From an optimization exercise on the open Yosys and OpenROAD flow, aimed at small area; shortcuts taken in it are not production practice.
Where RTL was checked, it was by simulation tests only, not by an equivalence proof against the original.
For runs 1 to 4, only the layout was checked, not whether the RTL still works.
Power figures rest on the tool's default switching activity, not on a simulated workload.

--- flow/config.mk ---
export PLATFORM = sky130hd
export DESIGN_NAME = xtea_top
export DESIGN_NICKNAME = xtea_top
export VERILOG_FILES = /design/flow/design.v
export SDC_FILE = /design/flow/constraint.sdc
export NUM_CORES = 4
export LEC_CHECK = 0
export CAP_MARGIN = 20
export CORE_MARGIN = 2
export CORE_UTILIZATION = 40
export SLEW_MARGIN = 20
--- flow/design.v ---
module xtea_top(
    input clock, reset, cfg, start,
    input[127:0] data_i, key,
    output busy, ready,
    output[127:0] data_o
);
localparam [31:0] DELTA  = 32'h9E3779B9;
localparam [31:0] NDELTA = 32'h61C88647;
localparam [31:0] DSUM0  = 32'hC6EF3720;
reg busy_r, busyn_r, ready_r;
reg enc;
reg [4:0] t;
reg [6:0] P;
reg [127:0] R;       
reg [127:0] K;       
reg [1:0] c1, c2;    
reg [2:0] ck;        
reg [4:0] w;         
reg [1:0] V;         
assign busy = busy_r;
assign ready = ready_r;
assign data_o = R;
wire b  = busy_r;
wire bn = busyn_r;
wire pol = ~t[0];
wire last  = &t;
wire first = ~|t;
wire tge4  = t[4] | t[3] | t[2];
wire tle26 = ~(t[4] & t[3] & (t[2] | (t[1] & t[0])));
wire p65   = P[6] & P[0];
wire p66   = P[6] & P[1];
wire endp  = enc ? p66 : p65;
wire copy  = p65 | (enc ? p66 : ~|P);
wire fin   = P[6] & (P[1] | P[0] | ~enc);
wire [5:0] r = P[6:1];
wire r4  = ~r[5] & ~r[4] & ~r[3] &  r[2] & ~r[1] & ~r[0];
wire r8  = ~r[5] & ~r[4] &  r[3] & ~r[2] & ~r[1] & ~r[0];
wire r9  = ~r[5] & ~r[4] &  r[3] & ~r[2] & ~r[1] &  r[0];
wire r13 = ~r[5] & ~r[4] &  r[3] &  r[2] & ~r[1] &  r[0];
wire r18 = ~r[5] &  r[4] & ~r[3] & ~r[2] &  r[1] & ~r[0];
wire r22 = ~r[5] &  r[4] & ~r[3] &  r[2] &  r[1] & ~r[0];
wire r23 = ~r[5] &  r[4] & ~r[3] &  r[2] &  r[1] &  r[0];
wire r27 = ~r[5] &  r[4] &  r[3] & ~r[2] &  r[1] &  r[0];
wire vhold = r4 | r13 | r18 | r27 | (enc ? (r9 | r23) : (r8 | r22));
wire [1:0] sela = {r[1] ^ (r[0] & ~enc), r[0]};
wire [1:0] sel  = (P[0] ^ enc) ? V : sela;
wire kbit = sel[1] ? (sel[0] ? K[96] : K[64]) : (sel[0] ? K[32] : K[0]);
wire ktrue = kbit ^ pol;
wire d0   = enc ? DELTA[t] : NDELTA[t];
wire cbit = ~enc & DSUM0[t];
wire [2:0] ckin = ck & {3{~first}};
wire a0 = (r[0] & d0) | (r[5] & w[4]);
wire a1 = r[1] & w[0];
wire a2 = r[2] & w[1];
wire a3 = r[3] & w[2];
wire a4 = r[4] & w[3];
wire s1 = a0 ^ a1 ^ a2,       q1 = (a0 & a1) | (a0 & a2) | (a1 & a2);
wire s2 = a3 ^ a4 ^ cbit,     q2 = (a3 & a4) | (a3 & cbit) | (a4 & cbit);
wire s3 = ktrue ^ ckin[0] ^ s1, q3 = (ktrue & ckin[0]) | (ktrue & s1) | (ckin[0] & s1);
wire kk = s2 ^ s3;
wire q4 = s2 & s3;
wire u1 = q1 ^ q2 ^ q3,       v1 = (q1 & q2) | (q1 & q3) | (q2 & q3);
wire n0 = q4 ^ ckin[1] ^ u1,  v2 = (q4 & ckin[1]) | (q4 & u1) | (ckin[1] & u1);
wire n1 = v1 ^ v2 ^ ckin[2],  n2 = (v1 & v2) | (v1 & ckin[2]) | (v2 & ckin[2]);
wire sub = ~enc;
wire [1:0] xn;
wire [1:0] c1n, c2n;
genvar gj;
generate
    for (gj = 0; gj < 2; gj = gj + 1) begin : g_blk
        wire X   = R[64*gj + 0]  ^ pol;
        wire Yt  = R[64*gj + 32] ^ pol;
        wire Yp5 = R[64*gj + 37] ^ pol;
        wire Ym4 = R[64*gj + 28] ^ pol;
        wire f   = (Ym4 & tge4) ^ (Yp5 & tle26);
        wire c1i = c1[gj] & ~first;
        wire m   = f ^ Yt ^ c1i;
        assign c1n[gj] = (f & Yt) | (f & c1i) | (Yt & c1i);
        wire z   = (m ^ kk) & ~copy;
        wire zz  = z ^ sub;
        wire c2i = first ? sub : c2[gj];
        wire xv  = X ^ zz ^ c2i;
        assign c2n[gj] = (X & zz) | (X & c2i) | (zz & c2i);
        assign xn[gj] = xv ^ t[0] ^ fin;
    end
endgenerate
always @(posedge clock, posedge reset) begin
    if (reset) begin
        busy_r  <= 1'b0;
        busyn_r <= 1'b1;
        ready_r <= 1'b0;
    end else begin
        busy_r  <= b ? ~ready_r : start;
        busyn_r <= b ? ready_r : ~start;
        ready_r <= b & ~ready_r & last & endp;
    end
end
wire [127:0] Kn = {K[96], K[127:97], K[64], K[95:65], K[32], K[63:33], K[0], K[31:1]};
wire [127:0] Rn = {1'b0, R[127:65], 1'b0, R[63:1]};
wire [127:0] Rl = ~((Rn | {128{bn}}) & (data_i | {128{b}}));
always @(posedge clock) begin
    K <= ~((Kn | {128{bn}}) & (key | {128{b}}));
    R[62:0]   <= Rl[62:0];
    R[126:64] <= Rl[126:64];
    R[63]  <= b ? xn[0] : ~data_i[63];
    R[127] <= b ? xn[1] : ~data_i[127];
    if (!b) begin
        enc <= cfg;
        V   <= {~cfg, 1'b0};
        {P, t} <= {6'd0, cfg, 5'd0};
    end else begin
        {P, t} <= {P, t} + 12'd1;
        if (last & P[0] & ~vhold)
            V <= {V[1] ^ V[0] ^ enc, ~V[0]};
    end
    c1 <= c1n;
    c2 <= c2n;
    ck <= {n2, n1, n0};
    w  <= {w[3:0], d0} & {5{~last}};
end
endmodule
--- flow/standard.sh ---
#!/bin/bash
# synth_recipe.tcl (not shown) runs the flow's synth.tcl, then flattens the netlist and writes it again
# the make line also repeats each setting of config.mk as NAME=value (left out here)
make -C /OpenROAD-flow-scripts/flow DESIGN_CONFIG=/design/flow/config.mk WORK_HOME=/design/flow/orfs CLKGATE_MAP_FILE= SYNTH_SCRIPT=/design/flow/synth_recipe.tcl "${@:-finish}"
--- flow/flow/run.sh ---
#!/bin/bash
# Standard ORFS layout (the standard.sh, standard synthesis unchanged) with
# smaller port buffers and a lighter clock tree.
set -euo pipefail
export BUFFER_PORTS_ARGS="-buffer_cell sky130_fd_sc_hd__buf_1"
export CTS_ARGS="-sink_clustering_enable -repair_clock_nets -dont_use_dummy_load -buf_list sky130_fd_sc_hd__clkbuf_4 -root_buf sky130_fd_sc_hd__clkbuf_4 -sink_clustering_size 10 -sink_clustering_max_diameter 50"
bash standard.sh > standard.log 2>&1
--- flow/constraint.sdc ---
create_clock -name core_clock -period 10.0 [get_ports {clock}]
set_input_delay 2.0000 -clock core_clock [delete_from_list [all_inputs] [get_ports {clock}]]
set_output_delay 2.0000 -clock core_clock [all_outputs]
set_load 0.01 [all_outputs]
==> results of run 1 <==
==> worst reg2reg max path, stage by stage, from the launching register on <==
cell and delay, ns:
edfxtp_1 0.68, ha_1 0.51, nand2b_1 0.14, a21oi_1 0.07
o41ai_1 0.53, o21ai_0 0.17, fa_1 0.50, inv_1 0.05
fa_1 0.53, inv_1 0.04, ha_1 0.33, xnor2_1 0.19
o21ai_0 0.10, o31a_1 0.16, fa_1 0.52, xor2_1 0.14
mux2i_1 0.08
==> worst paths after layout <==
kind / from / to / slack, ns / depth (start not counted)
max in group asynchronous: reset / busyn_r$_DFF_PP1_ / 8.61 / 2
worst min-delay path: R[17]$_DFF_P_ / R[16]$_DFF_P_ / 0.39 / 1
min in group asynchronous: reset / busy_r$_DFF_PP0_ / 1.20 / 2
worst max-delay path: enc$_DFFE_PN_ / R[127]$_DFF_P_ / 5.11 / 16
worst min register to register: R[17]$_DFF_P_ / R[16]$_DFF_P_ / 0.39 / 1
worst max register to register: enc$_DFFE_PN_ / R[127]$_DFF_P_ / 5.11 / 16
==> per-layer routing <==
layer / up-vias / wire [µm] / global-route usage (%)
met5: - / 14 / 0
met4: 2 / 821 / 8.14
met3: 62 / 1930 / 6.79
met2: 244 / 12700 / 34.8
met1: 3460 / 11100 / 27.0
li1: 3689 / - / -
==> final cells by class <==
| cell class | instances | area share [%] |
|---|---|---|
| flip-flops and latches | 286 | 53.1 |
| multi-input cells | 427 | 26.5 |
| repair buffers | 394 | 14.0 |
| well taps | 280 | 3.23 |
| clock buffers | 36 | 2.49 |
| inverters | 18 | 0.622 |
| diodes | 2 | 0.0461 |
==> registers in the layout, summed over array words and instances (netlist names) <==
register and cells:
V 2, P 7, c1 2, ck 3, R 128, busyn_r 1
w 5, K 128, busy_r 1, ready_r 1, t 5, c2 2
enc 1
==> logic make-up after synthesis <==
family / synth area share, %
and+or+nand+nor: 4.54
adders and majority gates: 3.19
AOI/OAI and AO/OA: 20.6
xor gates and xnor gates: 2.33
muxes: 1.29
buffers and inverters: 4.04
DFF: 64.0
==> power by group through the flow <==
| stage | clock network, mW | logic [mW] | registers (mW) |
|---|---|---|---|
| finish | 0.522 | 0.0848 | 1.17 |
| floorplan | 0 | 0.0226 | 1.20 |
| detailed placement | 0 | 0.0850 | 1.20 |
| CTS | 0.543 | 0.0853 | 1.17 |
| global route | 0.590 | 0.0930 | 1.17 |
| global placement | 0 | 0.0842 | 1.20 |
==> placed cells by master (no fill, tap or decap), drive strengths merged, types with 2 or more instances in the layout <==
cell type and instances:
mux2 2, o31a 2, fa 10, nand2 19, o22ai 255, nor3 5, inv 18, dfrtp 2
diode 2, edfxtp 2, nor2b 6, o21ai 15, nand3 7, nand2b 3, clkbuf 36, xnor2 14
a21oi 11, a211oi 4, nand4b 2, buf 394, ha 7, or3 5, xor2 10, a21boi 2
dfxtp 281, nand4 2, nor2 16, o41ai 2, mux2i 9, and2 8
==> notes.md, run 1 <==
cell repeated most along the worst path=fa_1; Final Skew=0.0702 ns; multi-input logic area=2880 µm²; # Post-CTS Setup Buffers=0; final-report setup violation count=0; FFs w/ async S/R, synth=1.05%; max cap viols=0; Clock Root Buffer=clkbuf_4; pwr dens=164 nW/µm²; Worst setup EP type=register; Top Ports=390; Top FF cell, synth=dfxtp_1; Final #Nets=roughly 1400; # clock sinks=286; Mean Syn Cell Area=around 11 µm²; Hold Path Class=register to register; top cells by count, synth=dfxtp_1 (281), o22ai_1 (255), clkbuf_1 (48), nand2_1 (19), inv_1 (17); syn nets=1080; Startpoint Class=register; CP Data Arrival Time=approximately 5.4 ns; First-pass DRT Iterations=4; Reg area=5770 µm²; gr usage total=21.5%; via count=7457; # port buffers=389; TritonCTS clock tree=yes; DPL Wire Length=19.1 mm; fillers=around 2100; Wirelength per Cell=18.5 µm; via/cell ratio=about 5.2; EDFF count, synth=2; NetSw=408 µW; CP Class=register to register; share of the synthesized area in the top cell type=62.5%; final worst-path cycle share=48.9%; Clock Pin Slew Worst Setup and Hold Paths=0.11 ns; drt total wl=26.7 mm; fin cells=approximately 1400; switching share of power=a little under a quarter; Placement Setup Slack=5.14 ns; Post-DRT Antenna Nets=0; top cells by area, synth=dfxtp_1 (62%), o22ai_1 (18%), fa_1 (2.2%); die area=23700 µm²; CP required=10.48 ns; Starting Density=41.0%; unrepaired setup endpoints after global routing=false; WHS=0.391 ns; initial antenna violation count=2; utilization after layout=49.5%; Synth-to-Final Area Change=20.6%; Die Wd=154 µm; max_slew headroom=40.6%; post-synthesis cell type count=46; H-tree Lvls=2; #FFs+latches synth=286; CTS Hold Buffers Added=0; Worst Tran Pin Value=0.892 ns; Power Total=1.78 mW; Highest Clock Rate=205 MHz; Max Root-Sink Buffers=3; Int Pwr=1.37 mW; Crit Path Max Fanout=19; Max VDD drop=roughly 0.12 mV; DRC Markers=0; fin crit period=slightly below 5 ns; Placed Cells=roughly 1400; final setup TNS=0 ns; Worst path slowest cell=edfxtp_1; Post-Place Cell Area=10600 µm²; GPL Wtd Cong=0.821; Yosys top cell by area=dfxtp_1; # resized after CTS=0; Iter 0 DRT Violations=433; sequential share of the synthesized area=64.0%; status=finished clean; Synth Instances=803; Combinational Power Share=approximately 4.8%; Die Ht=154 µm; number of cell rows=54; Clock power frac=a little under 30%; total core area=22000 µm²; pin count of the biggest net entering global routing=around 110; count leader, synth=dfxtp_1; Post-Synthesis Cell Area=9010 µm²; layout cells sized above 1=4.13%; worst skew pair latency=0.63 ns; worst path buffer plus inverter count=2; Pleak=~4 nW; Finished Cell Area=10900 µm²; TritonCTS buffer count=36; Final Hold Fails=0; Yosys warnings=1; family with the most delay on the worst path=adder cells; critical path cell sequence=ha_1 -> nand2b_1 -> a21oi_1 -> o41ai_1 -> o21ai_0 -> fa_1 -> inv_1 -> fa_1 -> inv_1 -> ha_1 -> xnor2_1 -> o21ai_0 -> o31a_1 -> fa_1 -> xor2_1 -> mux2i_1; sequential share of power=65.9%; Slew Viols, Final=0; CP peak stage delay=0.68 ns; first-pass GRT wire length=approximately 40 mm; total gr overflow=0; number of global-route vias before repair=7349; final worst setup slack=5.11 ns
==> run 2, diff against run 1 <==
--- a/flow/config.mk
+++ b/flow/config.mk
@@ -6,4 +6,5 @@
 export NUM_CORES = 4
 export LEC_CHECK = 0
+export ABC_AREA = 1
 export CAP_MARGIN = 20
 export CORE_MARGIN = 2
==> run 2 against run 1 <==
- clock-buffer cell count is 1 higher
- synthesized cell count rose by 7.6%
- register-to-register slack improved by 0.29 ns
- sequential power up 62%
- wire length decreased by 0.81%
- setup slack gained 0.29 ns
- final area up 0.41%
- global-route usage is 0.45 points lower
- critical endpoint unchanged
- maximum frequency increased by 6.4%
- die area up 0.75%
==> notes.md, run 2 <==
Synth-to-Final Area Change=20.2%; status=finished clean; first-pass GRT wire length=39.6 mm (-1.9%); Die Wd=155 µm (+0.37%); via count=7747 (+3.9%); max cap viols=0 (unchanged); Max VDD drop=0.144 mV (+22%); sequential share of power=53.9% (-12 points); FFs w/ async S/R, synth=1.05% (unchanged); family with the most delay on the worst path=adder cells; worst skew pair latency=0.66 ns (+0.03 ns); switching share of power=34.9% (+12 points); fin crit period=4.59 ns (-0.294 ns); initial antenna violation count=1 (-1); Mean Syn Cell Area=10.5 µm² (-6.4%); DRC Markers=0 (unchanged); # resized after CTS=0 (unchanged); commonest non-fill, non-tap cell in the layout=buf_1; final setup TNS=0 ns (unchanged); pin count of the biggest net entering global routing=108 (unchanged); Int Pwr=2.30 mW (+68%); NetSw=1.23 mW (+200%); TritonCTS buffer count=37 (+2.8%); count leader, synth=dfxtp_1; Clock Pin Slew Worst Setup and Hold Paths=0.10 ns (about the same); pwr dens=324 nW/µm² (+98%); number of global-route vias before repair=7363 (+0.19%); max_slew headroom=27.4% (-13 points); Worst setup EP type=register; Worst Tran Pin Value=1.09 ns (+0.198 ns); H-tree Lvls=2 (unchanged); cell repeated most along the worst path=nand2_1; Slew Viols, Final=0 (unchanged); Yosys warnings=1 (unchanged); CP required=10.49 ns (about the same); most frequent cells in the layout=buf_1 (389), dfxtp_1 (281), o22ai_1 (254), nand2_1 (94), inv_1 (46); Wirelength per Cell=17.4 µm (-5.6%); top cells by count, synth=dfxtp_1 (281), o22ai_1 (254), nand2_1 (94), inv_1 (46), clkbuf_1 (28); Combinational Power Share=31.1% (+26 points); gr usage total=21.1% (-0.45 points); Pleak=4.21 nW (+5.5%); Final #Nets=1509 (+4.8%); EDFF count, synth=2 (unchanged); worst path buffer plus inverter count=3 (+1); Iter 0 DRT Violations=452 (+4.4%); #FFs+latches synth=286 (unchanged); Finished Cell Area=10900 µm² (+0.41%); Starting Density=40.5% (-0.56 points); Placed Cells=1478 (+5.3%); GPL Wtd Cong=0.915 (+11%); Worst path slowest cell=dfxtp_1; Post-DRT Antenna Nets=0 (unchanged); Post-Place Cell Area=10600 µm² (+0.64%); Highest Clock Rate=218 MHz (+6.4%); top cells by area, synth=dfxtp_1 (62%), o22ai_1 (18%), nand2_1 (3.9%); TritonCTS clock tree=yes; sequential share of the synthesized area=63.5% (-0.49 points); critical path cell sequence=ha_1 -> inv_1 -> nand2_1 -> o21ai_0 -> nand2_1 -> nand4_1 -> nand2_1 -> nand2_1 -> nand2_1 -> fa_1 -> inv_1 -> fa_1 -> inv_1 -> ha_1 -> xor2_1 -> nand2_1 -> nand2_1 -> nand2_1 -> fa_1 -> xnor2_1 -> xnor2_1 -> mux2i_1; CTS Hold Buffers Added=0 (unchanged); Final Hold Fails=0 (unchanged); Top Ports=390 (unchanged); drt total wl=26.4 mm (-0.81%); fin cells=1516 (+5.1%); Placement Setup Slack=5.40 ns (+0.257 ns); Crit Path Max Fanout=14 (-5); Startpoint Class=register; First-pass DRT Iterations=4 (unchanged); total core area=22400 µm² (+2.2%); Top FF cell, synth=dfxtp_1; layout cells sized above 1=4.23% (+0.093 points); Post-Synthesis Cell Area=9080 µm² (+0.76%); # port buffers=389 (unchanged); CP Data Arrival Time=5.08 ns (-0.28 ns); post-synthesis cell type count=36 (-22%); number of cell rows=55 (+1.9%); Clock Root Buffer=clkbuf_4; unrepaired setup endpoints after global routing=false; syn nets=1141 (+5.6%); die area=23900 µm² (+0.75%); Synth Instances=864 (+7.6%); Yosys top cell by area=dfxtp_1; # clock sinks=286 (unchanged); CP peak stage delay=0.75 ns (+0.07 ns); Clock power frac=15.0% (-14 points); share of the synthesized area in the top cell type=62.0% (-0.47 points); Final Skew=0.0754 ns (+0.00521 ns); DPL Wire Length=19.1 mm (-0.41%); final-report setup violation count=0 (unchanged); total gr overflow=0 (unchanged); via/cell ratio=5.11 (-1.1%); CP Class=register to register; final worst-path cycle share=45.9% (-2.9 points); Hold Path Class=register to register; Max Root-Sink Buffers=3 (unchanged); Die Ht=155 µm (+0.37%); # Post-CTS Setup Buffers=0 (unchanged); final worst setup slack=5.41 ns (+0.294 ns)
run 2: cell types whose count changed after synthesis, moves of 6 or more:
| cell | change |
|---|---|
| nand2_1 | +75 |
| mux2i_1 | -6 |
| inv_1 | +29 |
| and2_1 | -8 |
| clkbuf_1 | -20 |
| buf_2 | +14 |
| nor2b_1 | -6 |
| nand3_1 | +16 |
run 2: power groups by stage:
stage / Clock, mW / Sequential, mW / Combinational (mW)
floorplan: 0 / 1.93 / 0.678
global placement: 0 / 1.92 / 1.08
detailed placement: 0 / 1.92 / 1.11
CTS: 0.555 / 1.90 / 1.11
global route: 0.597 / 1.95 / 1.24
finish: 0.528 / 1.90 / 1.10
run 2: worst paths after layout:
path	startpoint	to	slack (ns)	depth (start not counted)
setup / recovery	t[0]$_SDFF_PN0_	R[127]$_DFF_P_	5.41	22
hold / removal	K[1]$_DFF_P_	K[0]$_DFF_P_	0.36	1
setup reg to reg	t[0]$_SDFF_PN0_	R[127]$_DFF_P_	5.41	22
hold reg to reg	K[1]$_DFF_P_	K[0]$_DFF_P_	0.36	1
max in group asynchronous	reset	busyn_r$_DFF_PP1_	8.55	2
min in group asynchronous	reset	busy_r$_DFF_PP0_	1.23	2
run 2: stage by stage:
step | total power, mW | hold WS, ns | util (%)
3_3_place_gp | 3.00 | 0.400 | 47.4
5_1_grt | 3.79 | 0.384 | 48.6
3_5_place_dp | 3.03 | 0.405 | 47.4
4_1_cts | 3.57 | 0.353 | 48.6
6_report | 3.53 | 0.355 | 48.6
2_1_floorplan | 2.61 | 0.399 | -
run 2: kinds of logic (layout without fill, tap and decap cells):
group | Yosys count | after routing | synth area share (%)
buf+inv | 112 | 478 | 5.34
flops | 286 | 286 | 63.5
simple gates | 154 | 154 | 7.44
other cells | 0 | 1 | 0
fa+ha+maj | 17 | 17 | 3.17
compound gates | 279 | 279 | 19.0
mux | 2 | 2 | 0.221
xor+xnor | 14 | 14 | 1.35
run 2: layout make-up:
cell class | count | area [µm²]
sequential | 286 | 5770
tap | 285 | 357
clock buffer | 37 | 278
multi-input combinational | 466 | 2830
timing repair buffer | 393 | 1490
inverter | 48 | 180
fill | 2234 | 11500
antenna | 1 | 2.50
run 2: per-layer routing:
metal | track usage (%) | share of wire (%) | vias up | wire length (µm)
met2 | 34.2 | 48 | 263 | 12600
li1 | - | - | 3865 | -
met4 | 6.83 | 2.3 | 0 | 613
met5 | 0 | 0 | - | 0
met1 | 26.8 | 42 | 3572 | 11100
met3 | 6.61 | 8.2 | 47 | 2160
==> run 3, diff against run 2 <==
==> flow/flow/run.sh (replaced) <==
#!/bin/bash
# Standard ORFS layout (the standard.sh, standard synthesis unchanged) with
# smaller port buffers and a lighter clock tree.
set -euo pipefail
export BUFFER_PORTS_ARGS="-buffer_cell sky130_fd_sc_hd__buf_1"
export CTS_ARGS="-sink_clustering_enable -repair_clock_nets -dont_use_dummy_load -buf_list sky130_fd_sc_hd__clkbuf_8 -root_buf sky130_fd_sc_hd__clkbuf_8 -sink_clustering_size 16 -sink_clustering_max_diameter 60"
bash standard.sh > standard.log 2>&1
--- a/flow/config.mk
+++ b/flow/config.mk
@@ -6,5 +6,4 @@
 export NUM_CORES = 4
 export LEC_CHECK = 0
-export ABC_AREA = 1
 export CAP_MARGIN = 20
 export CORE_MARGIN = 2
==> run 3 against run 2 <==
- global-route usage grew 0.10 points
- clock power increased by 8.1%
- core utilization up 1.1 points
==> notes.md, run 3 <==
Crit Path Max Fanout=19 (+5); # Post-CTS Setup Buffers=0 (unchanged); Final Hold Fails=0 (unchanged); Finished Cell Area=10900 µm² (about the same); cell repeated most along the worst path=fa_1; Worst Tran Pin Value=0.874 ns (-0.216 ns); fillers=2103 (-5.9%); sequential share of the synthesized area=64.0% (+0.49 points); CP Data Arrival Time=5.26 ns (+0.18 ns); Hold Path Class=register to register; # resized after CTS=0 (unchanged); TritonCTS clock tree=yes; worst skew pair latency=0.56 ns (-0.10 ns); Worst path slowest cell=edfxtp_1; unrepaired setup endpoints after global routing=false; top cells by count, synth=dfxtp_1 (281), o22ai_1 (255), clkbuf_1 (48), nand2_1 (19), inv_1 (17); Die Ht=154 µm (-0.37%); Reg area=5770 µm² (unchanged); final worst-path cycle share=48.6% (+2.6 points); CP Class=register to register; CP required=10.40 ns (-0.09 ns); number of cell rows=54 (-1.8%); commonest non-fill, non-tap cell in the layout=buf_1; H-tree Lvls=1 (-1); FFs w/ async S/R, synth=1.05% (unchanged); Combinational Power Share=4.6% (-27 points); max cap viols=0 (unchanged); Top Ports=390 (unchanged); Pleak=4.00 nW (-5.0%); WHS=0.374 ns (+0.0187 ns); initial antenna violation count=1 (unchanged); sequential share of power=64.1% (+10 points); Power Total=1.83 mW (-48%); Iter 0 DRT Violations=508 (+12%); EDFF count, synth=2 (unchanged); Critical R2R Launch=enc$_DFFE_PN_; Wirelength per Cell=18.6 µm (+6.5%); count leader, synth=dfxtp_1; multi-input logic area=2880 µm² (+1.8%); top cells by area, synth=dfxtp_1 (62%), o22ai_1 (18%), fa_1 (2.2%); NetSw=409 µW (-67%); R2R setup slack=5.14 ns (-0.26 ns); Final #Nets=1428 (-5.4%); First-pass DRT Iterations=4 (unchanged); CTS Hold Buffers Added=0 (unchanged); # port buffers=389 (unchanged); drt total wl=26.5 mm (+0.42%); Int Pwr=1.42 mW (-38%); total core area=22000 µm² (-2.1%); cell count along the critical path=15 (-32%); Clock power frac=31.2% (+16 points); family with the most delay on the worst path=adder cells; CP peak stage delay=0.68 ns (-0.07 ns); Startpoint Class=register; crit path to=R[63]$_DFF_P_; status=finished clean; Yosys warnings=1 (unchanged); DRC Markers=0 (unchanged); switching share of power=22.4% (-13 points); pwr dens=167 nW/µm² (-48%); worst-case reg-to-reg path depth=15 (-32%); Yosys top cell by area=dfxtp_1; DPL Wire Length=19.1 mm (+0.41%); Clock Pin Slew Worst Setup and Hold Paths=0.09 ns (about the same); #FFs+latches synth=286 (unchanged); Die Wd=154 µm (-0.37%); Starting Density=41.0% (+0.56 points); critical path cell sequence=ha_1 -> nand2b_1 -> a21oi_1 -> o41ai_1 -> o21ai_0 -> fa_1 -> inv_1 -> fa_1 -> inv_1 -> ha_1 -> xor2_1 -> o31a_1 -> fa_1 -> xor2_1 -> mux2i_1; most frequent cells in the layout=buf_1 (389), dfxtp_1 (281), o22ai_1 (255), clkbuf_8 (24), nand2_1 (19); Post-DRT Antenna Nets=0 (unchanged); gr usage total=21.2% (+0.10 points); Highest Clock Rate=206 MHz (-5.4%); first-pass GRT wire length=39.9 mm (+0.94%); final worst setup slack=5.14 ns (-0.264 ns); Placement Setup Slack=5.14 ns (-0.257 ns); # diodes=0 (-1); final-report setup violation count=0 (unchanged); fin crit period=4.86 ns (+0.264 ns); via count=7431 (-4.1%); top sig layer=met5; Post-Synthesis Cell Area=9010 µm² (-0.76%); GPL Wtd Cong=0.821 (-10%); TritonCTS buffer count=24 (-35%); Top FF cell, synth=dfxtp_1; syn nets=1080 (-5.3%); Clock Root Buffer=clkbuf_8; die area=23700 µm² (-0.74%); Mean Syn Cell Area=11.2 µm² (+6.8%); max_slew headroom=41.7% (+14 points); worst path buffer plus inverter count=2 (-1); number of global-route vias before repair=7240 (-1.7%); # clock sinks=286 (unchanged); share of the synthesized area in the top cell type=62.5% (+0.47 points); via/cell ratio=5.20 (+1.8%); Synth Instances=803 (-7.1%); routed metal-1 wire length=11.0 mm (-0.44%); Post-Place Cell Area=10600 µm² (-0.64%); Final Skew=0.0590 ns (-0.0165 ns); routed wl met3=1.73 mm (-20%); Slew Viols, Final=0 (unchanged); Max VDD drop=0.130 mV (-9.9%); final setup TNS=0 ns (unchanged); Max Root-Sink Buffers=3 (unchanged); pin count of the biggest net entering global routing=108 (unchanged); CP startpoint=enc$_DFFE_PN_; layout cells sized above 1=3.13% (-1.1 points); total gr overflow=0 (unchanged); met2 wire length=12.9 mm (+2.6%); Worst setup EP type=register; Reg2Reg Capture Point=R[63]$_DFF_P_; post-synthesis cell type count=46 (+28%); Synth-to-Final Area Change=21.2%
## run 3: changes by cell type in the layout (fill, tap and decap cells not counted), moves of 6 or more
| cell | before | now |
|---|---|---|
| nand2_1 | 94 | 19 |
| clkbuf_8 | 0 | 24 |
| nand3_1 | 23 | 7 |
| mux2i_1 | 2 | 8 |
| nor2b_1 | 0 | 6 |
| clkbuf_4 | 37 | 0 |
| and2_1 | 0 | 8 |
| inv_1 | 46 | 17 |
## run 3: per-layer routing
layer,GRT usage [%],vias up
met1,26.5,3490
li1,-,3650
met5,0,-
met3,5.78,57
met2,35.4,232
met4,7.17,2
## run 3: cell type report
class / instances / share of cell area (%)
inverter: 18 / 0.619
multi-input combinational: 427 / 26.4
sequential: 286 / 52.8
timing repair buffer: 394 / 13.9
clock buffer: 24 / 3.03
tap: 280 / 3.21
## run 3: power by group through the flow
stage	sequential, mW	combinational [mW]	clock, mW
5_1_grt	1.17	0.0929	0.625
3_3_place_gp	1.20	0.0842	0
4_1_cts	1.17	0.0853	0.588
2_1_floorplan	1.20	0.0226	0
6_report	1.17	0.0850	0.571
3_5_place_dp	1.20	0.0850	0
## run 3: worst min path at each step
| stage | start | endpoint | slack, ns | depth (start not counted) |
|---|---|---|---|---|
| 2_1_floorplan | K[127]$_DFF_P_ | K[126]$_DFF_P_ | 0.40 | 1 |
| 3_3_place_gp | K[83]$_DFF_P_ | K[82]$_DFF_P_ | 0.40 | 1 |
| 3_5_place_dp | K[122]$_DFF_P_ | K[121]$_DFF_P_ | 0.41 | 1 |
| 4_1_cts | K[1]$_DFF_P_ | K[0]$_DFF_P_ | 0.36 | 1 |
| 5_1_grt | K[95]$_DFF_P_ | K[94]$_DFF_P_ | 0.40 | 1 |
| 6_report | K[1]$_DFF_P_ | K[0]$_DFF_P_ | 0.37 | 1 |
## run 3: logic make-up after synthesis
kind of cell | share of synthesized area, %
XOR/XNOR | 2.33
adder cells (fa/ha/maj) | 3.19
buffers and inverters | 4.04
multiplexers | 1.29
AND/OR/NAND/NOR | 4.54
flip-flops | 64.0
AO/OA/AOI/OAI | 20.6
## run 3: stage by stage
| stage | util [%] | instances |
|---|---|---|
| 3_3_place_gp | 48.1 | 1404 |
| 6_report | 49.7 | 1429 |
| 5_1_grt | 49.7 | 1429 |
| 3_5_place_dp | 48.1 | 1404 |
| 4_1_cts | 49.6 | 1428 |
| 2_1_floorplan | - | 803 |
==> run 4, diff against run 3 <==
==> flow/flow/run.sh (replaced) <==
#!/bin/bash
# Standard ORFS layout (the standard.sh, standard synthesis unchanged) with
# smaller port buffers and a lighter clock tree.
set -euo pipefail
export BUFFER_PORTS_ARGS="-buffer_cell sky130_fd_sc_hd__buf_1"
export CTS_ARGS="-sink_clustering_enable -repair_clock_nets -dont_use_dummy_load -buf_list sky130_fd_sc_hd__clkbuf_4 -root_buf sky130_fd_sc_hd__clkbuf_4 -sink_clustering_size 8 -sink_clustering_max_diameter 50"
bash standard.sh > standard.log 2>&1
==> run 4 against run 3 <==
- total power down 0.78%
- final area fell by 0.11%
- first-iteration DRC count is 4.7% lower
- register-to-register slack gained 0.02 ns
- clock power shrank 2%
- synthesized cell count unchanged
- clock skew is 0.0093 ns higher
- clock-buffer cell count rose by 18
- still clean on timing, DRC and antenna
- final cell count increased by 1.3%
==> notes.md, run 4 <==
top cells by count, synth=dfxtp_1 (281), o22ai_1 (255), clkbuf_1 (48), nand2_1 (19), inv_1 (17); Synth Area in Adders=3.19% (unchanged); post-synthesis cell type count=46 (unchanged); Max Root-Sink Buffers=3 (unchanged); sequential share of power=64.6% (+0.5 points); Max VDD drop=0.112 mV (-14%); mux cell area share after synthesis=1.29% (unchanged); fin crit period=4.83 ns (-0.0237 ns); drt total wl=26.7 mm (+0.77%); total gr overflow=0 (unchanged); count leader, synth=dfxtp_1; Final Hold Fails=0 (unchanged); final-report setup violation count=0 (unchanged); DRC Markers=0 (unchanged); Synth Instances=803 (unchanged); routed wl met3=2.02 mm (+17%); die area=23700 µm² (unchanged); Highest Clock Rate=207 MHz (+0.49%); First-pass DRT Iterations=4 (unchanged); DPL Wire Length=19.1 mm (unchanged); sequential share of the synthesized area=64.0% (unchanged); Combinational Power Share=4.7% (about the same); total core area=22000 µm² (unchanged); Worst setup EP type=register; Synth-to-Final Area Change=21.1%; CP Class=register to register; initial antenna violation count=2 (+1); Mean Syn Cell Area=11.2 µm² (unchanged); Crit Path Max Fanout=19 (unchanged); first-pass GRT wire length=40.5 mm (+1.4%); routed metal-1 wire length=11.0 mm (about the same); final worst-path cycle share=48.3% (-0.24 points); post-synthesis xor/xnor area fraction=2.33% (unchanged); max cap viols=0 (unchanged); Yosys top cell by area=dfxtp_1; share of the synthesized area in the top cell type=62.5% (unchanged); WHS=0.385 ns (+0.0112 ns); met2 wire length=12.9 mm (-0.38%); CP required=10.47 ns (+0.07 ns); NetSw=417 µW (+1.8%); CTS Hold Buffers Added=0 (unchanged); switching share of power=23.0% (+0.58 points); Placed Cells=1404 (unchanged); Startpoint Class=register; worst skew pair latency=0.65 ns (+0.09 ns); Power Total=1.81 mW (-0.78%); Top FF cell, synth=dfxtp_1; Compound-Gate Fraction of Synth Area=20.6% (unchanged); Wirelength per Cell=18.5 µm (-0.55%); unrepaired setup endpoints after global routing=false; Clock power frac=30.7% (-0.5 points); Die Ht=154 µm (unchanged); TritonCTS clock tree=yes; largest family of logic cells by synthesized area=compound AO/OA/AOI/OAI gates; Clock Root Buffer=clkbuf_4; max_slew headroom=40.6% (-1.1 points); Die Wd=154 µm (unchanged); Clock Pin Slew Worst Setup and Hold Paths=0.09 ns (about the same); fillers=2107 (+0.19%); fin cells=1448 (+1.3%); Pleak=4.02 nW (+0.52%); Iter 0 DRT Violations=484 (-4.7%); via count=7530 (+1.3%); FFs w/ async S/R, synth=1.05% (unchanged); Post-Synthesis Cell Area=9010 µm² (unchanged); gr usage total=21.6% (+0.42 points); status=finished clean; # port buffers=389 (unchanged); #FFs+latches synth=286 (unchanged); most frequent cells in the layout=buf_1 (389), dfxtp_1 (281), o22ai_1 (255), clkbuf_4 (42), nand2_1 (19); Final #Nets=1446 (+1.3%); GPL Wtd Cong=0.821 (unchanged); Synth Area in Simple Gates=4.54% (unchanged); H-tree Lvls=2 (+1); Starting Density=41.0% (unchanged); Final Skew=0.0683 ns (+0.00932 ns); number of cell rows=54 (unchanged); Post-DRT Antenna Nets=0 (unchanged); TritonCTS buffer count=42 (+75%); Hold Path Class=register to register; Worst Tran Pin Value=0.890 ns (+0.0163 ns); pwr dens=166 nW/µm² (-0.66%); top cells by area, synth=dfxtp_1 (62%), o22ai_1 (18%), fa_1 (2.2%); top sig layer=met5; via/cell ratio=5.20 (about the same); Top Ports=390 (unchanged); Yosys warnings=1 (unchanged); # clock sinks=286 (unchanged); layout cells sized above 1=4.63% (+1.5 points); # Post-CTS Setup Buffers=0 (unchanged); # resized after CTS=0 (unchanged); number of global-route vias before repair=7399 (+2.2%); final setup TNS=0 ns (unchanged); pin count of the biggest net entering global routing=108 (unchanged); EDFF count, synth=2 (unchanged); CP Data Arrival Time=5.31 ns (+0.05 ns); Slew Viols, Final=0 (unchanged); commonest non-fill, non-tap cell in the layout=buf_1; syn nets=1080 (unchanged); Int Pwr=1.40 mW (-1.5%)
==> run 4: cell counts after synthesis <==
Identical to the previous run, type by type.
==> run 4: power groups by stage <==
| stage | sequential, mW | clock (mW) | combinational [mW] |
|---|---|---|---|
| 2_1_floorplan | 1.20 | 0 | 0.0226 |
| 3_3_place_gp | 1.20 | 0 | 0.0842 |
| 3_5_place_dp | 1.20 | 0 | 0.0850 |
| 4_1_cts | 1.17 | 0.582 | 0.0853 |
| 5_1_grt | 1.17 | 0.627 | 0.0929 |
| 6_report | 1.17 | 0.557 | 0.0849 |
==> run 4: worst max-delay path, stage by stage, from the launching register on <==
cell and delay (ns):
edfxtp_1 0.68, ha_1 0.50, nand2b_1 0.14, a21oi_1 0.07
o41ai_1 0.50, o21ai_0 0.17, fa_1 0.50, inv_1 0.05
fa_1 0.53, inv_1 0.04, ha_1 0.33, xor2_1 0.16
o31a_1 0.30, fa_1 0.52, xor2_1 0.13, mux2i_1 0.08
==> run 4: routing by layer <==
metal	track usage (%)	up-vias
li1	-	3703
met5	0	-
met4	8.37	2
met1	26.6	3487
met3	6.71	71
met2	35.5	267
==> run 4: kinds of logic after synthesis <==
kind of cell               after synthesis
adders and majority gates               17
buffers and inverters                   90
xor gates and xnor gates                24
AOI/OAI and AO/OA                      297
DFF                                    286
muxes                                   11
and+or+nand+nor                         78
==> run 4: path summary, 6_finish.rpt <==
check,slack (ns),endpoint,cells after the start,from
min in group asynchronous,1.17,busy_r$_DFF_PP0_,2,reset
max,5.17,R[63]$_DFF_P_,15,enc$_DFFE_PN_
min,0.39,K[0]$_DFF_P_,1,K[1]$_DFF_P_
max in group asynchronous,8.57,busyn_r$_DFF_PP1_,2,reset
max reg2reg,5.17,R[63]$_DFF_P_,15,enc$_DFFE_PN_
min reg2reg,0.39,K[0]$_DFF_P_,1,K[1]$_DFF_P_
==> run 4: through the flow <==
| step | worst slack (ns) | instance area (µm²) | utilization (%) |
|---|---|---|---|
| 6_report | 5.17 | 10900 | 49.7 |
| 5_1_grt | 4.88 | 10900 | 49.7 |
| 4_1_cts | 5.09 | 10900 | 49.5 |
| 3_5_place_dp | 5.14 | 10600 | 48.1 |
| 3_3_place_gp | 5.21 | 10600 | 48.1 |
| 2_1_floorplan | 5.88 | 9010 | - |
==> run 4: area by class of cell <==
cell class / count / area, µm² / share of cell area [%]
multi-input combinational: 427 / 2880 / 26.4
antenna: 1 / 2.50 / 0.0229
tap: 280 / 350 / 3.21
clock buffer: 42 / 315 / 2.89
sequential: 286 / 5770 / 52.9
timing repair buffer: 394 / 1520 / 13.9
inverter: 18 / 67.6 / 0.620
==> run 5, diff against run 4 <==
--- a/flow/design.v
+++ b/flow/design.v
@@ -8,5 +8,5 @@
 localparam [31:0] NDELTA = 32'h61C88647;
 localparam [31:0] DSUM0  = 32'hC6EF3720;
-reg busy_r, busyn_r, ready_r;
+reg busy_r, busyn_r;
 reg enc;
 reg [4:0] t;
@@ -26,9 +26,9 @@
 wire last  = &t;
 wire first = ~|t;
+wire ready_r = busy_r & first & P[6] & P[1] & ~(P[0] ^ enc);
 wire tge4  = t[4] | t[3] | t[2];
 wire tle26 = ~(t[4] & t[3] & (t[2] | (t[1] & t[0])));
 wire p65   = P[6] & P[0];
 wire p66   = P[6] & P[1];
-wire endp  = enc ? p66 : p65;
 wire copy  = p65 | (enc ? p66 : ~|P);
 wire fin   = P[6] & (P[1] | P[0] | ~enc);
@@ -89,9 +89,7 @@
         busy_r  <= 1'b0;
         busyn_r <= 1'b1;
-        ready_r <= 1'b0;
     end else begin
         busy_r  <= b ? ~ready_r : start;
         busyn_r <= b ? ready_r : ~start;
-        ready_r <= b & ~ready_r & last & endp;
     end
 end
--- a/flow/config.mk
+++ b/flow/config.mk
@@ -8,4 +8,5 @@
 export CAP_MARGIN = 20
 export CORE_MARGIN = 2
-export CORE_UTILIZATION = 40
+export CORE_UTILIZATION = 65
+export PLACE_DENSITY = 0.75
 export SLEW_MARGIN = 20
==> run 5 against run 4 <==
- still clean on timing, DRC and antenna
- sequential share of layout area increased by 0.79 points
- core utilization increased by 30 points
- total power increased by 79%
- sequential power increased by 48%
- critical endpoint is now R[127]$_DFF_P_
==> notes.md, run 5 <==
status=finished clean; top cells by count, synth=dfxtp_1 (281), o22ai_1 (256), clkbuf_1 (46), buf_2 (20), nor2_1 (19); Pleak=3.96 nW (-1.4%); number of cell rows=42 (-22%); final worst-path cycle share=48.4% (+0.052 points); total gr overflow=0 (unchanged); Die Ht=122 µm (-21%); number of global-route vias before repair=7276 (-1.7%); initial antenna violation count=0 (-2); Top Ports=390 (unchanged); H-tree Lvls=2 (unchanged); Placement Setup Slack=5.20 ns (+0.0587 ns); TritonCTS buffer count=41 (-2.4%); unrepaired setup endpoints after global routing=false; layout cells sized above 1=4.48% (-0.15 points); Wirelength per Cell=19.5 µm (+5.5%); Final Skew=0.0627 ns (-0.00559 ns); max_slew headroom=27.4% (-13 points); Clock Root Buffer=clkbuf_4; Top FF cell, synth=dfxtp_1; Slew Viols, Final=0 (unchanged); Clock Pin Slew Worst Setup and Hold Paths=0.09 ns (about the same); Die Wd=122 µm (-21%); Synth Instances=799 (-0.50%); post-synthesis cell type count=50 (+8.7%); Synth-to-Final Area Change=19.2%; total core area=13300 µm² (-39%); Iter 0 DRT Violations=602 (+24%); Max VDD drop=0.220 mV (+96%); Post-DRT Antenna Nets=0 (unchanged); Yosys warnings=1 (unchanged); Final #Nets=1440 (-0.41%); first-pass GRT wire length=37.6 mm (-7.2%); fin crit period=4.84 ns (+0.00515 ns); pin count of the biggest net entering global routing=107 (-0.93%); count leader, synth=dfxtp_1; final worst setup slack=5.16 ns (-0.00515 ns); FFs w/ async S/R, synth=0.702% (-0.35 points); Post-Place Cell Area=10400 µm² (-1.6%); TritonCTS clock tree=yes; most frequent cells in the layout=buf_1 (389), dfxtp_1 (281), o22ai_1 (256), clkbuf_4 (41), nor2_1 (19); CP required=10.42 ns (-0.05 ns); syn nets=1076 (-0.37%); via/cell ratio=5.75 (+11%); Startpoint Class=register; share of the synthesized area in the top cell type=62.7% (+0.22 points); # clock sinks=285 (-0.35%); CP Data Arrival Time=5.26 ns (-0.05 ns); top cells by area, synth=dfxtp_1 (63%), o22ai_1 (18%), fa_1 (2.2%); Finished Cell Area=10700 µm² (-1.9%); sequential share of the synthesized area=63.9% (about the same); worst skew pair latency=0.64 ns (about the same); final setup TNS=0 ns (unchanged); # port buffers=389 (unchanged); Hold Path Class=register to register; die area=14800 µm² (-38%); DPL Wire Length=19.2 mm (+0.58%); GPL Wtd Cong=0.872 (+6.2%); Max Root-Sink Buffers=3 (unchanged); CP Class=register to register; Highest Clock Rate=207 MHz (-0.11%); drt total wl=26.1 mm (-2.5%); Post-Synthesis Cell Area=8980 µm² (-0.35%); gr usage total=33.6% (+12 points); commonest non-fill, non-tap cell in the layout=buf_1; Mean Syn Cell Area=11.2 µm² (+0.15%); DRC Markers=0 (unchanged); pwr dens=303 nW/µm² (+82%); CTS Hold Buffers Added=0 (unchanged); EDFF count, synth=2 (unchanged); # resized after CTS=0 (unchanged); CP peak stage delay=0.70 ns (+0.02 ns); First-pass DRT Iterations=5 (+1); Starting Density=67.2% (+26 points); #FFs+latches synth=285 (-0.35%); # Post-CTS Setup Buffers=0 (unchanged); max cap viols=0 (unchanged); via count=7692 (+2.2%); Worst setup EP type=register; Yosys top cell by area=dfxtp_1; Crit Path Max Fanout=18 (-1); Worst Tran Pin Value=1.09 ns (+0.198 ns); Worst path slowest cell=edfxtp_1; final-report setup violation count=0 (unchanged); Final Hold Fails=0 (unchanged); critical path cell sequence=ha_1 -> nand2b_1 -> a21oi_1 -> o41ai_1 -> o21ai_0 -> fa_1 -> inv_1 -> fa_1 -> inv_1 -> ha_1 -> xnor2_1 -> nor2_1 -> xnor2_1 -> fa_1 -> xor2_1 -> mux2i_1; cell repeated most along the worst path=fa_1
run 5: final timing paths:
path                       cells after the start  slack (ns)           start           endpoint
setup / recovery                              16        5.16   enc$_DFFE_PN_     R[127]$_DFF_P_
hold / removal                                 1        0.40  K[123]$_DFF_P_     K[122]$_DFF_P_
setup reg to reg                              16        5.16   enc$_DFFE_PN_     R[127]$_DFF_P_
hold reg to reg                                1        0.40  K[123]$_DFF_P_     K[122]$_DFF_P_
max in group asynchronous                      2        8.61           reset  busyn_r$_DFF_PP1_
min in group asynchronous                      2        1.22           reset   busy_r$_DFF_PP0_
run 5: cell families after synthesis:
kind of cell,after synthesis,synth area share (%)
AND/OR/NAND/NOR,77,4.45
buffers and inverters,90,4.21
flip-flops,285,63.9
AO/OA/AOI/OAI,294,20.4
XOR/XNOR,27,2.72
multiplexers,9,1.06
adder cells (fa/ha/maj),17,3.21
run 5: where the power goes:
group / total, mW / switching, mW / internal (mW)
sequential: 1.73 / 0.247 / 1.49
clock: 0.537 / 0.348 / 0.189
combinational: 0.971 / 0.522 / 0.450
total: 3.24 / 1.12 / 2.12
run 5: layout make-up:
class,instances,area [µm²]
timing repair buffer,394,1500
clock buffer,41,308
multi-input combinational,424,2860
tap,176,220
inverter,17,63.8
fill,916,2650
antenna,1,2.50
sequential,285,5740
run 5: worst max-delay path, delay by kind of cell (launching register included):
family          cells  cell delay (ns)
simple gates        2             0.26
fa+ha+maj           5             2.40
flops               1             0.70
xor+xnor            3             0.39
mux                 1             0.10
compound gates      3             0.69
buf+inv             2             0.10
run 5: routing by layer:
layer,GRT usage [%],wire length (µm),vias to the layer above,share of wire (%)
met1,42.5,10100,3516,39
met2,53.7,12400,423,48
met3,9.49,2400,77,9.2
li1,-,-,3676,-
met4,15.9,1110,0,4.2
met5,0,0,-,0
run 5: stage by stage:
stage	cells	utilization [%]	hold slack (ns)	power, mW
floorplan	799	-	0.399	2.34
global placement	1296	77.8	0.399	2.67
detailed placement	1296	77.8	0.405	2.72
CTS	1337	80.1	0.400	3.25
global route	1337	80.1	0.400	3.44
finish	1338	80.1	0.404	3.24
==> run 6, diff against run 5 <==
--- a/flow/config.mk
+++ b/flow/config.mk
@@ -9,4 +9,5 @@
 export CORE_MARGIN = 2
 export CORE_UTILIZATION = 65
+export GPL_ROUTABILITY_DRIVEN = 0
 export PLACE_DENSITY = 0.75
 export SLEW_MARGIN = 20
==> run 6 against run 5 <==
- setup slack unchanged
- final cell count unchanged
- sequential share of layout area unchanged
- clock skew unchanged
- combinational power about the same
- final area unchanged
- still clean on timing, DRC and antenna
- highest routed layer unchanged
- clock-buffer cell count unchanged
- total power unchanged
- via count unchanged
- global-route usage unchanged
- worst hold slack unchanged
==> notes.md, run 6 <==
critical path cell sequence=ha_1 -> nand2b_1 -> a21oi_1 -> o41ai_1 -> o21ai_0 -> fa_1 -> inv_1 -> fa_1 -> inv_1 -> ha_1 -> xnor2_1 -> nor2_1 -> xnor2_1 -> fa_1 -> xor2_1 -> mux2i_1; sequential share of the synthesized area=63.9% (unchanged); final worst-path cycle share=48.4% (unchanged); Synth-to-Final Area Change=19.2% (unchanged); CP Class=register to register; utilization after layout=80.1% (unchanged); number of global-route vias before repair=7276 (unchanged); WHS=0.404 ns (unchanged); FFs w/ async S/R, synth=0.702% (unchanged); Final Hold Fails=0 (unchanged); initial antenna violation count=0 (unchanged); total gr overflow=0 (unchanged); most frequent cells in the layout=buf_1 (389), dfxtp_1 (281), o22ai_1 (256), clkbuf_4 (41), nor2_1 (19); First-pass DRT Iterations=5 (unchanged); Worst path slowest cell=edfxtp_1; met3 Use GR=9.49% (unchanged); final-report setup violation count=0 (unchanged); Crit Path Max Fanout=18 (unchanged); top cells by count, synth=dfxtp_1 (281), o22ai_1 (256), clkbuf_1 (46), buf_2 (20), nor2_1 (19); Mean Syn Cell Area=11.2 µm² (unchanged); Reg2Reg Capture Point=R[127]$_DFF_P_; DPL Wire Length=19.2 mm (unchanged); R2R setup slack=5.16 ns (about the same); Worst setup EP type=register; DRC Markers=0 (unchanged); drt total wl=26.1 mm (unchanged); top cells by area, synth=dfxtp_1 (63%), o22ai_1 (18%), fa_1 (2.2%); Final Skew=0.0627 ns (unchanged); Critical R2R Launch=enc$_DFFE_PN_; Die Ht=122 µm (unchanged); Hold Path Origin=K[123]$_DFF_P_; # clock sinks=285 (unchanged); EDFF count, synth=2 (unchanged); Hold Path Class=register to register; fillers=916 (unchanged); Clock Root Buffer=clkbuf_4; worst hold stages=1 (unchanged); pwr dens=303 nW/µm² (unchanged); #FFs+latches synth=285 (unchanged); unrepaired setup endpoints after global routing=false; CTS Hold Buffers Added=0 (unchanged); met2 usage=53.7% (unchanged); via count=7692 (unchanged); Worst Tran Pin Value=1.09 ns (unchanged); count leader, synth=dfxtp_1; CP peak stage delay=0.70 ns (about the same); sequential share of power=53.5% (about the same); first-pass GRT wire length=37.6 mm (unchanged); family with the most delay on the worst path=adder cells; final setup TNS=0 ns (unchanged); GR Layer Usage met1=42.5% (unchanged); TritonCTS clock tree=yes; share of the synthesized area in the top cell type=62.7% (unchanged); die area=14800 µm² (unchanged); Top Ports=390 (unchanged); Pleak=3.96 nW (unchanged); worst-case reg-to-reg path depth=16 (unchanged); Top FF cell, synth=dfxtp_1; fin cells=1338 (unchanged); CP required=10.42 ns (about the same); Highest Clock Rate=207 MHz (unchanged); syn nets=1076 (unchanged); # Post-CTS Setup Buffers=0 (unchanged); Max Root-Sink Buffers=3 (unchanged); Power Total=3.24 mW (unchanged); number of cell rows=42 (unchanged); fin crit period=4.84 ns (unchanged); Starting Density=67.2% (unchanged); layout cells sized above 1=4.48% (unchanged); Synth Instances=799 (unchanged); Clock Pin Slew Worst Setup and Hold Paths=0.09 ns (about the same); CP Data Arrival Time=5.26 ns (about the same); Max VDD drop=0.220 mV (unchanged); via/cell ratio=5.75 (unchanged); max_slew headroom=27.4% (unchanged); post-synthesis cell type count=50 (unchanged); Iter 0 DRT Violations=602 (unchanged); commonest non-fill, non-tap cell in the layout=buf_1; max cap viols=0 (unchanged); H-tree Lvls=2 (unchanged); # port buffers=389 (unchanged); Int Pwr=2.12 mW (unchanged); Die Wd=122 µm (unchanged); Hold Path End=K[122]$_DFF_P_; Placed Cells=1296 (unchanged); worst path buffer plus inverter count=2 (unchanged); total core area=13300 µm² (unchanged); Combinational Power Share=30.0% (about the same); TritonCTS buffer count=41 (unchanged); Wirelength per Cell=19.5 µm (unchanged); gr usage total=33.6% (unchanged); Yosys warnings=1 (unchanged); Yosys top cell by area=dfxtp_1; Post-Synthesis Cell Area=8980 µm² (unchanged); worst skew pair latency=0.64 ns (about the same); status=finished clean; switching share of power=34.4% (unchanged); Slew Viols, Final=0 (unchanged); # resized after CTS=0 (unchanged); Post-DRT Antenna Nets=0 (unchanged); NetSw=1.12 mW (unchanged); Startpoint Class=register; pin count of the biggest net entering global routing=107 (unchanged); Final #Nets=1440 (unchanged); Clock power frac=16.6% (about the same); Top Usage Layer GRT=met2; cell repeated most along the worst path=fa_1
run 6: cell counts in the layout (fill, tap and decap cells not counted):
Identical to the previous run, type by type.
run 6: metrics by stage:
step	cell area (µm²)	setup slack (ns)
6_report	10700	5.16
5_1_grt	10700	4.81
4_1_cts	10700	5.14
2_1_floorplan	8980	5.97
3_3_place_gp	10400	5.33
3_5_place_dp	10400	5.20
run 6: worst max-delay path by stage:
stage / startpoint / end / depth (start not counted)
after detailed placement: enc$_DFFE_PN_ / R[127]$_DFF_P_ / 16
after floorplan: enc$_DFFE_PN_ / R[63]$_DFF_P_ / 16
final: enc$_DFFE_PN_ / R[127]$_DFF_P_ / 16
after global routing: enc$_DFFE_PN_ / R[127]$_DFF_P_ / 16
after CTS: enc$_DFFE_PN_ / R[127]$_DFF_P_ / 16
after global placement: enc$_DFFE_PN_ / R[63]$_DFF_P_ / 16
run 6: layout make-up:
type / instances / area (µm²) / area share [%]
diodes: 1 / 2.50 / 0.0234
clock buffers: 41 / 308 / 2.88
inverters: 17 / 63.8 / 0.596
multi-input cells: 424 / 2860 / 26.7
flip-flops and latches: 285 / 5740 / 53.7
well taps: 176 / 220 / 2.06
repair buffers: 394 / 1500 / 14.0
run 6: logic make-up after synthesis:
family / count (synthesis) / share of synthesized area, %
buffers and inverters: 90 / 4.21
xor gates and xnor gates: 27 / 2.72
muxes: 9 / 1.06
AOI/OAI and AO/OA: 294 / 20.4
DFF: 285 / 63.9
adders and majority gates: 17 / 3.21
and+or+nand+nor: 77 / 4.45
run 6: worst reg2reg max path: cells and delay by family, from the launching register on:
kind | cells | cell delay, ns
compound gates | 3 | 0.69
xor+xnor | 3 | 0.39
fa+ha+maj | 5 | 2.41
buf+inv | 2 | 0.10
flops | 1 | 0.70
mux | 1 | 0.10
simple gates | 2 | 0.26
run 6: power groups by stage:
stage | Clock, mW | Sequential [mW] | Combinational, mW
3_5_place_dp | 0 | 1.75 | 0.978
3_3_place_gp | 0 | 1.74 | 0.934
4_1_cts | 0.546 | 1.72 | 0.979
5_1_grt | 0.595 | 1.77 | 1.08
2_1_floorplan | 0 | 1.76 | 0.587
6_report | 0.537 | 1.73 | 0.971
run 6: metal layers:
metal	share of wire, %	vias to the layer above	wire length [µm]
met5	0	-	0
met1	39	3516	10100
li1	-	3676	-
met2	48	423	12400
met3	9.2	77	2400
met4	4.2	0	1110
==> run 7, diff against run 6 <==
--- a/flow/config.mk
+++ b/flow/config.mk
@@ -8,6 +8,4 @@
 export CAP_MARGIN = 20
 export CORE_MARGIN = 2
-export CORE_UTILIZATION = 65
-export GPL_ROUTABILITY_DRIVEN = 0
-export PLACE_DENSITY = 0.75
+export CORE_UTILIZATION = 40
 export SLEW_MARGIN = 20
==> run 7 against run 6 <==
- largest cell class unchanged
- wire length is 0.28% higher
- sequential share of layout area is 0.73 points lower
- clock skew is 0.0031 ns lower
- core utilization is 31 points lower
- still clean on timing, DRC and antenna
==> notes.md, run 7 <==
critical path cell sequence=ha_1 -> nand2b_1 -> o21ai_0 -> o41ai_1 -> o21ai_0 -> fa_1 -> inv_1 -> fa_1 -> inv_1 -> ha_1 -> xnor2_1 -> nor2_1 -> xnor2_1 -> fa_1 -> xor2_1 -> mux2i_1; largest family of logic cells by synthesized area=compound AO/OA/AOI/OAI gates; family with the most delay on the worst path=adder cells; Synth Area in Simple Gates=4.45% (unchanged); Slew Viols, Final=0 (unchanged); fin cells=1444 (+7.9%); Mean Syn Cell Area=11.2 µm² (unchanged); worst skew pair latency=0.64 ns (about the same); Highest Clock Rate=204 MHz (-1.3%); unrepaired setup endpoints after global routing=false; Synth Instances=799 (unchanged); cell repeated most along the worst path=fa_1; syn nets=1076 (unchanged); EDFF count, synth=2 (unchanged); final-report setup violation count=0 (unchanged); share of the synthesized area in the top cell type=62.7% (unchanged); DPL Wire Length=18.4 mm (-4.1%); post-synthesis xor/xnor area fraction=2.72% (unchanged); Compound-Gate Fraction of Synth Area=20.4% (unchanged); Max Root-Sink Buffers=3 (unchanged); Finished Cell Area=10800 µm² (+1.4%); max_slew headroom=19.3% (-8.1 points); # clock sinks=285 (unchanged); Starting Density=40.9% (-26 points); Reg area=5740 µm² (unchanged); Clock Root Buffer=clkbuf_4; count leader, synth=dfxtp_1; Yosys warnings=1 (unchanged); Worst setup EP type=register; switching share of power=34.3% (-0.12 points); Final Hold Fails=0 (unchanged); Combinational Power Share=29.7% (-0.3 points); post-synthesis cell type count=50 (unchanged); Die Wd=154 µm (+27%); via count=7410 (-3.7%); drt total wl=26.1 mm (+0.28%); multi-input logic area=2860 µm² (unchanged); Final Skew=0.0596 ns (-0.00311 ns); Post-Place Cell Area=10500 µm² (+1.2%); pwr dens=300 nW/µm² (-0.99%); Yosys top cell by area=dfxtp_1; H-tree Lvls=2 (unchanged); layout cells sized above 1=4.48% (unchanged); top cells by area, synth=dfxtp_1 (63%), o22ai_1 (18%), fa_1 (2.2%); Startpoint Class=register; number of global-route vias before repair=7237 (-0.54%); first-pass GRT wire length=39.3 mm (+4.5%); Crit Path Max Fanout=18 (unchanged); Worst path slowest cell=edfxtp_1; worst path buffer plus inverter count=2 (unchanged); mux cell area share after synthesis=1.06% (unchanged); FFs w/ async S/R, synth=0.702% (unchanged); DRC Markers=0 (unchanged); most frequent cells in the layout=buf_1 (389), dfxtp_1 (281), o22ai_1 (256), clkbuf_4 (43), nor2_1 (19); TritonCTS buffer count=43 (+4.9%); Max VDD drop=0.168 mV (-24%); # port buffers=389 (unchanged); via/cell ratio=5.13 (-11%); CP peak stage delay=0.71 ns (about the same); Power Total=3.25 mW (+0.37%); Int Pwr=2.14 mW (+0.56%); fillers=2116 (+130%); Iter 0 DRT Violations=406 (-33%); final setup TNS=0 ns (unchanged); #FFs+latches synth=285 (unchanged); GPL Wtd Cong=between 0.8 and 0.9; gr usage total=21.1% (-13 points); Hold Path Class=register to register; pin count of the biggest net entering global routing=222 (+110%); Clock power frac=17.2% (+0.6 points); # Post-CTS Setup Buffers=0 (unchanged); CP Data Arrival Time=5.36 ns (+0.10 ns); Synth Area in Adders=3.21% (unchanged); Worst Tran Pin Value=1.21 ns (+0.122 ns); CP Class=register to register; NetSw=1.12 mW (about the same); Top FF cell, synth=dfxtp_1; status=finished clean; fin crit period=4.90 ns (+0.0647 ns); Placed Cells=1398 (+7.9%); total core area=22000 µm² (+65%); top cells by count, synth=dfxtp_1 (281), o22ai_1 (256), clkbuf_1 (46), buf_2 (20), nor2_1 (19); number of cell rows=54 (+29%); TritonCTS clock tree=yes; initial antenna violation count=1 (+1); # resized after CTS=0 (unchanged); First-pass DRT Iterations=4 (-1); total gr overflow=0 (unchanged); Top Ports=390 (unchanged); final worst-path cycle share=49.0% (+0.65 points); Pleak=3.97 nW (+0.19%); commonest non-fill, non-tap cell in the layout=buf_1; max cap viols=0 (unchanged); Die Ht=154 µm (+27%); CP required=10.46 ns (+0.04 ns); Wirelength per Cell=18.1 µm (-7.1%); sequential share of power=53.1% (-0.4 points); Post-DRT Antenna Nets=0 (unchanged); Post-Synthesis Cell Area=8980 µm² (unchanged); Final #Nets=1440 (unchanged); die area=23700 µm² (+60%); CTS Hold Buffers Added=0 (unchanged); Synth-to-Final Area Change=20.8%; Clock Pin Slew Worst Setup and Hold Paths=0.08 ns (about the same); sequential share of the synthesized area=63.9% (unchanged)
run 7: cell counts after synthesis:
No cell type changed its count.
run 7: cells by family after synthesis:
family,after synthesis
compound gates,294
flops,285
buf+inv,90
simple gates,77
xor+xnor,27
fa+ha+maj,17
mux,9
run 7: per-layer routing:
metal	track usage [%]	routed length (µm)	up-vias
met4	7.52	755	0
met1	25.9	11000	3409
met2	35.0	12500	255
met5	0	0	-
li1	-	-	3685
met3	6.45	1870	61
run 7: power groups by stage:
stage / logic, mW / clock network, mW / registers [mW]
2_1_floorplan: 0.587 / 0 / 1.76
3_3_place_gp: 0.952 / 0 / 1.74
3_5_place_dp: 0.977 / 0 / 1.74
4_1_cts: 0.980 / 0.588 / 1.72
5_1_grt: 1.08 / 0.634 / 1.76
6_report: 0.966 / 0.560 / 1.73
run 7: stage by stage:
| stage | setup slack, ns | utilization (%) | hold WS, ns |
|---|---|---|---|
| 2_1_floorplan | 5.97 | - | 0.399 |
| 3_3_place_gp | 5.30 | 47.9 | 0.400 |
| 3_5_place_dp | 5.16 | 47.9 | 0.406 |
| 4_1_cts | 5.09 | 49.4 | 0.412 |
| 5_1_grt | 4.77 | 49.4 | 0.417 |
| 6_report | 5.10 | 49.4 | 0.404 |
run 7: path summary, 6_finish.rpt:
path | startpoint | endpoint | slack [ns] | cells after the start
setup / recovery | enc$_DFFE_PN_ | R[127]$_DFF_P_ | 5.10 | 16
hold / removal | K[44]$_DFF_P_ | K[43]$_DFF_P_ | 0.40 | 1
setup reg to reg | enc$_DFFE_PN_ | R[127]$_DFF_P_ | 5.10 | 16
hold reg to reg | K[44]$_DFF_P_ | K[43]$_DFF_P_ | 0.40 | 1
max in group asynchronous | reset | busyn_r$_DFF_PP1_ | 8.58 | 2
min in group asynchronous | reset | busy_r$_DFF_PP0_ | 1.22 | 2
run 7: worst reg2reg max path, delay by kind of cell, from the launching register on:
family,cells,cell delay (ns)
fa+ha+maj,5,2.40
simple gates,2,0.23
mux,1,0.09
flops,1,0.71
compound gates,3,0.76
buf+inv,2,0.10
xor+xnor,3,0.44
run 7: area by class of cell:
class / instances / area share (%)
sequential: 285 / 53.0
multi-input combinational: 424 / 26.4
timing repair buffer: 392 / 13.8
tap: 280 / 3.23
clock buffer: 43 / 2.98
inverter: 17 / 0.588
antenna: 3 / 0.0692
==> run 8, diff against run 7 <==
==> flow/flow/run.sh (replaced) <==
#!/bin/bash
# Standard ORFS layout (the standard.sh, standard synthesis unchanged) with
# smaller port buffers and a lighter clock tree.
set -euo pipefail
export BUFFER_PORTS_ARGS="-buffer_cell sky130_fd_sc_hd__buf_1"
export CTS_ARGS="-sink_clustering_enable -repair_clock_nets -dont_use_dummy_load -buf_list sky130_fd_sc_hd__clkbuf_4 -root_buf sky130_fd_sc_hd__clkbuf_4 -sink_clustering_size 10 -sink_clustering_max_diameter 50"
bash standard.sh > standard.log 2>&1
--- a/flow/config.mk
+++ b/flow/config.mk
@@ -8,4 +8,5 @@
 export CAP_MARGIN = 20
 export CORE_MARGIN = 2
-export CORE_UTILIZATION = 40
+export CORE_UTILIZATION = 65
+export PLACE_DENSITY = 0.75
 export SLEW_MARGIN = 20
==> run 8 against run 7 <==
- critical path depth stayed put
- clock power fell by 11%
- global-route usage is 12 points higher
- largest cell class unchanged
- combinational power up 0.6%
- sequential share of layout area increased by 1.0 points
- final area fell by 1.8%
- critical endpoint unchanged
- sequential power about the same
- first-iteration DRC count rose by 43%
- clock-buffer cell count shrank 9
- still clean
==> notes.md, run 8 <==
CP Class=register to register; utilization after layout=79.8% (+30 points); Combinational Power Share=30.4% (+0.7 points); Synth Instances=799 (unchanged); Reg area=5740 µm² (unchanged); final setup TNS=0 ns (unchanged); syn nets=1076 (unchanged); Yosys warnings=1 (unchanged); Int Pwr=2.09 mW (-2.0%); Worst setup EP type=register; fin crit period=4.86 ns (-0.0453 ns); Final #Nets=1433 (-0.49%); First-pass DRT Iterations=5 (+1); via/cell ratio=5.74 (+12%); # port buffers=389 (unchanged); post-synthesis cell type count=50 (unchanged); unrepaired setup endpoints after global routing=false; Top Ports=390 (unchanged); # Post-CTS Setup Buffers=0 (unchanged); drt total wl=25.9 mm (-0.92%); Mean Syn Cell Area=11.2 µm² (unchanged); fillers=911 (-57%); max_slew headroom=26.8% (+7.4 points); Yosys top cell by area=dfxtp_1; switching share of power=34.6% (+0.28 points); CP Data Arrival Time=5.28 ns (-0.08 ns); Wirelength per Cell=19.5 µm (+7.5%); worst hold stages=1 (unchanged); #FFs+latches synth=285 (unchanged); worst-case reg-to-reg path depth=16 (unchanged); Final Skew=0.0822 ns (+0.0227 ns); most frequent cells in the layout=buf_1 (389), dfxtp_1 (281), o22ai_1 (256), clkbuf_4 (34), nor2_1 (19); Starting Density=67.2% (+26 points); multi-input logic area=2860 µm² (unchanged); Clock Root Buffer=clkbuf_4; NetSw=1.11 mW (-0.81%); Die Ht=122 µm (-21%); Max VDD drop=0.200 mV (+19%); sequential share of the synthesized area=63.9% (unchanged); status=finished clean; H-tree Lvls=2 (unchanged); Hold Path Class=register to register; DPL Wire Length=19.2 mm (+4.3%); first-pass GRT wire length=37.3 mm (-5.0%); Slew Viols, Final=0 (unchanged); number of cell rows=42 (-22%); Clock Pin Slew Worst Setup and Hold Paths=0.11 ns (+0.03 ns); Clock power frac=15.6% (-1.6 points); Pleak=3.93 nW (-1.0%)
==> run 8: cell counts after synthesis <==
Identical to the previous run, type by type.
==> run 8: through the flow <==
stage	std cells	setup WS, ns	area (µm²)
5_1_grt	1330	4.81	10600
2_1_floorplan	799	5.97	8980
3_5_place_dp	1296	5.20	10400
3_3_place_gp	1296	5.33	10400
6_report	1331	5.14	10600
4_1_cts	1330	5.14	10600
==> run 8: logic make-up (layout without fill, tap and decap cells) <==
| group | Yosys count | count (layout) | synth area share (%) |
|---|---|---|---|
| compound gates | 294 | 294 | 20.4 |
| flops | 285 | 285 | 63.9 |
| buf+inv | 90 | 445 | 4.21 |
| simple gates | 77 | 77 | 4.45 |
| xor+xnor | 27 | 27 | 2.72 |
| fa+ha+maj | 17 | 17 | 3.21 |
| mux | 9 | 9 | 1.06 |
| other cells | 0 | 1 | 0 |
==> run 8: worst max path at each step <==
stage                             start              to  slack, ns  cells past startpoint
after detailed placement  enc$_DFFE_PN_  R[127]$_DFF_P_       5.20                     16
final                     enc$_DFFE_PN_  R[127]$_DFF_P_       5.14                     16
after CTS                 enc$_DFFE_PN_  R[127]$_DFF_P_       5.14                     16
after global placement    enc$_DFFE_PN_   R[63]$_DFF_P_       5.33                     16
after floorplan           enc$_DFFE_PN_   R[63]$_DFF_P_       5.97                     16
after global routing      enc$_DFFE_PN_  R[127]$_DFF_P_       4.81                     16
==> run 8: final cells by class <==
class / count / share of cell area [%]
Tap cell: 176 / 2.07
Clock buffer: 34 / 2.40
Multi-Input combinational cell: 424 / 26.9
Sequential cell: 285 / 54.0
Timing Repair Buffer: 394 / 14.1
Inverter: 17 / 0.599
Antenna cell: 1 / 0.0235
==> run 8: power by group through the flow <==
| stage | Combinational (mW) | Clock, mW | Sequential [mW] |
|---|---|---|---|
| 2_1_floorplan | 0.587 | 0 | 1.76 |
| 3_3_place_gp | 0.934 | 0 | 1.74 |
| 3_5_place_dp | 0.978 | 0 | 1.75 |
| 4_1_cts | 0.979 | 0.506 | 1.72 |
| 5_1_grt | 1.08 | 0.552 | 1.76 |
| 6_report | 0.972 | 0.498 | 1.73 |
==> run 8: critical path: stages (launching register included) <==
cell and delay, ns:
edfxtp_1 0.71, ha_1 0.52, nand2b_1 0.15, a21oi_1 0.07
o41ai_1 0.46, o21ai_0 0.17, fa_1 0.49, inv_1 0.06
fa_1 0.53, inv_1 0.04, ha_1 0.32, xnor2_1 0.13
nor2_1 0.11, xnor2_1 0.10, fa_1 0.55, xor2_1 0.16
mux2i_1 0.10
==> run 8: routing by layer <==
| metal | routed length (µm) | vias up | global-route usage (%) |
|---|---|---|---|
| li1 | - | 3670 | - |
| met1 | 10100 | 3534 | 42.3 |
| met2 | 12500 | 369 | 53.3 |
| met3 | 2320 | 66 | 10.0 |
| met4 | 974 | 0 | 14.7 |
| met5 | 0 | - | 0 |

Setup slack of run 8, layout unchanged: 5.142 ns with ideal ports, 5.142 ns with driving cells assumed (clock clkbuf_16, inputs buf_2), 5.142 ns with port delays also shifted by the 0.639 ns mid clock arrival.
